Background: an optimization exercise with open tools, aiming at small area. Do not read the settings as production practice.
The RTL was checked by simulation tests, not by an equivalence proof against the original design.
Power is estimated from default activity; no workload was simulated.

==> design.v <==
`timescale 1ns / 1ps
module vga(
input clk,
input reset,
input [9:0] l_pos,
input [9:0] r_pos,
input [9:0] x_ball_pos,
input [9:0] y_ball_pos,
output reg hsync,
output reg vsync,
output reg [11:0] out
    );
    reg [20:0] counter;
    always @(posedge clk) begin
        if(reset) begin
            counter <= 0;
            hsync <= 0;
            vsync <= 0;
            out <= 0;
        end else begin
            if(counter[0]==0) begin
                hsync <= counter%(1040*2) >= 1712 && counter%(1040*2) < 1952;
                vsync <= counter >= 1324960 && counter < 1337440;
                if(counter%(1040*2) >= 112 && counter%(1040*2) < 1712
                && counter >= 76960 && counter < 1324960) begin
                    out <=  
                    ((counter%(1040*2)-112)/2 < 20)&&((counter-76960)/(1040*2)>=l_pos)&&
                    ((counter-76960)/(1040*2)<l_pos+150) ||
                    ((counter%(1040*2)-112)/2 >= 780)&&((counter-76960)/(1040*2)>=r_pos)&&
                    ((counter-76960)/(1040*2)<r_pos+150) ||
                    counter%(1040*2) == 912 && ((counter-76960)/(1040*2*8))%2 ||
                    (counter%(1040*2)/2-56 >= x_ball_pos && counter%(1040*2)/2-56 < x_ball_pos + 10 &&
                    (counter-76960)/(1040*2) >= y_ball_pos && (counter-76960)/(1040*2) < y_ball_pos + 10)
                    ?8191:0;
                end else begin
                    out <= 0;
                end
            end
            counter <= (counter + 1)%(1040*666*2);
        end
    end
endmodule
`timescale 1ns / 1ps
module pong(
input clk,
input reset,
input l_up,
input l_down,
input r_up,
input r_down,
output reg [9:0] l_pos,
output reg [9:0] r_pos,
output reg [9:0] x_ball_pos,
output reg [9:0] y_ball_pos
    );
    reg [16:0] l_up_c, l_down_c, r_up_c, r_down_c, ball_c;
    reg move_x, move_y;
    always @(posedge clk) begin
        if(reset) begin
            l_up_c <= 0;
            l_down_c <= 0;
            r_up_c <= 0;
            r_down_c <= 0;
            ball_c <= 0;
            l_pos <= 225;
            r_pos <= 225;
            x_ball_pos <= 395;
            y_ball_pos <= 295;
            move_x <= 0;
            move_y <= 0;
        end else begin
            if(l_down&&~l_up)
                l_down_c <= l_down_c + 1;
            else if(l_up&&~l_down)
                l_up_c <= l_up_c + 1;
            if(r_down&&~r_up)
                r_down_c <= r_down_c + 1;
            else if(r_up&&~r_down)
                r_up_c <= r_up_c + 1;
            if(&l_up_c)
                l_pos <= l_pos == 0 ? 0 : l_pos - 1;
            if(&l_down_c)
                l_pos <= l_pos == 449 ? 449 : l_pos + 1;
            if(&r_up_c)
                r_pos <= r_pos == 0 ? 0 : r_pos - 1;
            if(&r_down_c)
                r_pos <= r_pos == 449 ? 449 : r_pos + 1;
            ball_c = ball_c + 1;
            if(&ball_c) begin
                if(x_ball_pos == 20 || x_ball_pos == 769)
                    move_x=~move_x;
                if(y_ball_pos == 0 || y_ball_pos == 589)
                    move_y=~move_y;
                if(x_ball_pos == 20 && (y_ball_pos >= l_pos + 160 || y_ball_pos + 10 < l_pos)) begin
                    x_ball_pos <= 395;
                    y_ball_pos <= 295;
                end else if(x_ball_pos == 769 && (y_ball_pos >= r_pos + 160 || y_ball_pos + 10 < r_pos)) begin
                    x_ball_pos <= 395;
                    y_ball_pos <= 295;
                end else begin
                    x_ball_pos = x_ball_pos + (move_x ? 1 : -1);
                    y_ball_pos = y_ball_pos + (move_y ? 1 : -1);
                end
            end
        end
    end
endmodule
`timescale 1ns / 1ps
module Top(
input clk,
input reset,
input l_down,
input l_up,
input r_down,
input r_up,
output hsync,
output vsync,
output red0,
output red1,
output red2,
output red3,
output grn0,
output grn1,
output grn2,
output grn3,
output blu0,
output blu1,
output blu2,
output blu3
    );
    wire [11:0] out;
    assign red0=out[0];
    assign red1=out[1];
    assign red2=out[2];
    assign red3=out[3];
    assign grn0=out[4];
    assign grn1=out[5];
    assign grn2=out[6];
    assign grn3=out[7];
    assign blu0=out[8];
    assign blu1=out[9];
    assign blu2=out[10];
    assign blu3=out[11];
    wire [9:0] l_pos, r_pos, x_ball_pos, y_ball_pos;
    vga vga_inst(
    .clk(clk),
    .reset(reset),
    .l_pos(l_pos),
    .r_pos(r_pos),
    .x_ball_pos(x_ball_pos),
    .y_ball_pos(y_ball_pos),
    .hsync(hsync),
    .vsync(vsync),
    .out(out)
    );
    pong pong_inst(
    .clk(clk),
    .reset(reset),
    .l_up(l_up),
    .l_down(l_down),
    .r_up(r_up),
    .r_down(r_down),
    .x_ball_pos(x_ball_pos),
    .y_ball_pos(y_ball_pos),
    .l_pos(l_pos),
    .r_pos(r_pos)
    );
endmodule
==> run.sh <==
#!/bin/bash
# synth_recipe.tcl (not shown) runs the flow's synth.tcl, then flattens the netlist and writes it again
# the make line also repeats each setting of config.mk as NAME=value (left out here)
make -C /OpenROAD-flow-scripts/flow DESIGN_CONFIG=/design/flow/config.mk WORK_HOME=/design/flow/orfs CLKGATE_MAP_FILE= SYNTH_SCRIPT=/design/flow/synth_recipe.tcl finish
==> config.mk <==
export PLATFORM = sky130hd
export DESIGN_NAME = Top
export DESIGN_NICKNAME = Top
export VERILOG_FILES = /design/flow/design.v
export SDC_FILE = /design/flow/constraint.sdc
export NUM_CORES = 4
export LEC_CHECK = 0
export CAP_MARGIN = 20
export CORE_MARGIN = 2
export CORE_UTILIZATION = 40
export SLEW_MARGIN = 20
==> constraint.sdc <==
create_clock -name core_clock -period 12.0 [get_ports {clk}]
set_input_delay 2.4000 -clock core_clock [delete_from_list [all_inputs] [get_ports {clk}]]
set_output_delay 2.4000 -clock core_clock [all_outputs]
set_load 0.01 [all_outputs]
==> summary.txt <==
-- state kept, by name, indices dropped and copies added (netlist names), 10 cells and up --
register / count
vga_inst.counter: 21
pong_inst.ball_c: 17
pong_inst.l_down_c: 17
pong_inst.l_up_c: 17
pong_inst.r_down_c: 17
pong_inst.r_up_c: 17
pong_inst.l_pos: 10
pong_inst.r_pos: 10
pong_inst.x_ball_pos: 10
pong_inst.y_ball_pos: 10
-- cell usage in the layout, fill, tap and decap left out, types with 14 or more instances in the layout --
cell type,instances
nor2_1,229
nand2_1,187
ha_1,172
a21oi_1,166
dfxtp_1,148
xnor2_1,125
o21ai_0,121
inv_1,100
nand3_1,93
xor2_1,78
nor3_1,66
nand2b_1,60
nor2b_1,53
nand4_1,38
or3_1,35
and3_1,33
a21o_1,28
buf_4,27
and2_1,21
or2_2,20
clkdlybuf4s50_1,18
nor4_1,17
clkbuf_16,17
o21a_1,16
mux2i_1,16
o211ai_1,15
a211oi_1,15
a31oi_1,14
-- cell type report --
| type | instances | share of cell area (%) |
|---|---|---|
| Inverter | 106 | 2.149 |
| Timing Repair Buffer | 45 | 2.068 |
| Sequential cell | 151 | 16.35 |
| Clock inverter | 14 | 0.8447 |
| Tap cell | 539 | 3.642 |
| Multi-Input combinational cell | 1940 | 72.58 |
| Clock buffer | 18 | 2.372 |
-- worst max-delay path, delay by kind of cell, from the launching register on --
kind / cells / cell delay (ns)
and+or+nand+nor: 17 / 4.29
AOI/OAI and AO/OA: 13 / 3.58
xor gates and xnor gates: 4 / 1.07
adders and majority gates: 3 / 0.82
muxes: 2 / 0.57
buffers and inverters: 3 / 0.42
DFF: 1 / 0.34
-- synthesized netlist by cell type, types with 20 or more instances --
master      n  area share, %
nand2b_1   60            2.2
nor2b_1    53            1.9
or3_1      35            1.3
dfxtp_1   151             18
and3_1     33            1.2
a21oi_1   168            4.9
a21o_1     28            1.2
ha_1      172             13
xor2_1     78            4.0
nand4_1    38            1.4
clkbuf_1   62            1.4
or2_2      20           0.73
nor3_1     71            2.1
and2_1     22           0.80
nand2_1   187            4.1
o21ai_0   123            3.6
nor2_1    230            5.0
nand3_1    93            2.7
xnor2_1   127            6.5
inv_1     100            2.2
-- layer usage --
| layer | global-route usage [%] | wire (um) |
|---|---|---|
| met1 | 27.97 | 21820 |
| met5 | 0 | 0 |
| met3 | 3.375 | 2007 |
| met4 | 6.387 | 931 |
| met2 | 34.05 | 21230 |
-- power by group through the flow --
stage / Sequential (mW) / Combinational, mW / Clock, mW
floorplan: 0.519 / 0.0225 / 0
global placement: 0.520 / 0.0300 / 0
detailed placement: 0.520 / 0.0307 / 0
CTS: 0.508 / 0.0307 / 0.569
global route: 0.509 / 0.0340 / 0.587
finish: 0.508 / 0.0305 / 0.549
-- per-stage QoR --
stage,TNS [ns],std cells,utilization (%),worst slack [ns]
after floorplan,0,2294,-,1.080
after global placement,0,2775,42.08,0.4084
after detailed placement,0,2775,42.08,0.2337
after CTS,0,2807,43.49,0.2003
after global routing,-0.1406,2813,43.95,-0.1406
final,0,2813,43.95,0.8338
-- cells by family after synthesis --
logic type               count (synthesis)  synth area share, %
buffers and inverters                  203                4.914
adder cells (fa/ha/maj)                179                13.07
multiplexers                            25                1.589
AO/OA/AOI/OAI                          587                23.11
flip-flops                             151                17.61
AND/OR/NAND/NOR                        938                28.54
XOR/XNOR                               211                11.16
-- worst paths after layout --
kind	from	endpoint	slack (ns)	cells after the start
worst max-delay path	vga_inst.counter[5]	vga_inst.out[10]	0.83	42
worst min register to register	pong_inst.move_x	pong_inst.move_x	0.47	2
worst max register to register	vga_inst.counter[5]	vga_inst.out[10]	0.83	42
worst min-delay path	pong_inst.move_x	pong_inst.move_x	0.47	2
-- repair_timing --
action                                  CTS  global route
setup buffers                             0             6
endpoints found under the setup margin    0             1
resized for setup                         0            35
hold buffers                              0             0
endpoints found under the hold margin     0             0
==> flow_summary.toml <==
[floorplan]
floorplan.rows = 75
die_y_um = 211.1
die_w_um = 211.1
coreArea_mm2 = 0.04213
initial_utilization_pct = 40.73
ioPinCount = 20
die-area_mm2 = 0.04458

[worst_setup_path]
cp_slowest_cell = "or4b_4"
critPathMaxFanout = 16
end_kind = "flop"
slowest_delay_ns = 0.48
critPathKind = "reg2reg"
arrival_ns = 11.55
cp_data_required_time_ns = 12.39
startpoint_type = "flop"

[sta]
relSlewSlack_pct = 39.10
fmax_mhz = 89.56
worstMarginPinSlew_ns = 0.9134
period_share_pct = 93.05
min_period_ns = 11.17
setup_viol = 0
finalHoldWorstSlack_ns = 0.4711
fin_worst_skew_ns = 0.01246
hold_viol = 0
drv_slew = 0

[finish]
design_area_mm2 = 0.01852
ff_latch_area_mm2 = 0.003027
areaGrowthSynthToFinish_pct = 7.896
antenna_cells = 0
fillers = 4217
drive_gt1_share_pct = 8.135
multiInputGateArea_mm2 = 0.01344
fin_nets = 2441

[clock_tree]
clkTransAtPathRegs_ns = 0.07
cts-root-buf = "clkbuf_16"
cts_buffer_depth = 2
clkLatencyLatePin_ns = 0.46
clock-sinks = 151
htreeDepth = 4
cts_tree = "yes"
cts_buffers = 17

[synth]
syn_area_per_cell_um2 = 7.481
yosysWarningCount = 2
synth_seq_cells = 151
syn_area_mm2 = 0.01716
synthFlopType = "dfxtp_1"
synth-async-reset-ratio_pct = 0
synth_edf_count = 0
synthDistinctLibCells = 131
syn_nets = 2474
synth_cells = 2294
synth-seq-area-share_pct = 17.61

[pwr]
p_leak_nw = 7.258
clkPwrFrac_pct = 50.5
powerDensity_mw_per_mm2 = 58.78
internal_power_mw = 0.7993
p_sw_mw = 0.2890
pwr-share-comb_pct = 2.8
seqPwrFrac_pct = 46.7
peakVddDrop_mv = 0.1734
finalPower_mw = 1.088
switching_share_pct = 26.55

[placed_design]
io_buffer_count = 19
finalWeightedCongestion = 0.8993
placed_area_mm2 = 0.01773
dp_hpwl_um = 34810

[global_route]
grt_overflow = 0
grt_pass1_vias = 15490
antenna_found_initial = 0
grt_max_degree = 84
grt.total_usage_pct = 20.80
grt_pass1_wl_um = 76980

[detailed_routing]
antenna_left = 0
vias = 16220
drt_pre_antenna_iters = 9
wl_um = 45980
routedWlPerCell_um = 16.35
viasPerCell = 5.764
drcViolationCount = 0
drt_iter0_drc = 1197

[worst_hold_path]
hp-class = "reg2reg"

[run]
drv_cap = 0

[run_status]
status = "finished clean"

## separate check: timing with driven ports
The flow's constraints put no driver on any port. The routed layout listed below was extracted and timed again, unchanged, in two steps. Step 1 (the two cells are an assumption about what drives the block):
set clk [get_ports {clk}]
set_driving_cell -lib_cell sky130_fd_sc_hd__clkbuf_16 $clk
set_driving_cell -lib_cell sky130_fd_sc_hd__buf_2 [delete_from_list [all_inputs] $clk]
Step 2 also shifts input and output timing later by t, the mid clock arrival at the registers, as if the neighbouring blocks saw the same clock. a / b / c = ideal / step 1 / step 2; a / b = the first two.
t, ns: 0.503
slack for setup (ns): 0.834 / 0.834 / 0.834
worst setup path after step 2: register to register
cell pins on the clock port's net: 1
After both steps this run still meets setup and hold. The setup slack of this run moves by 0.000 ns with the drivers and by 0.000 ns with both steps.
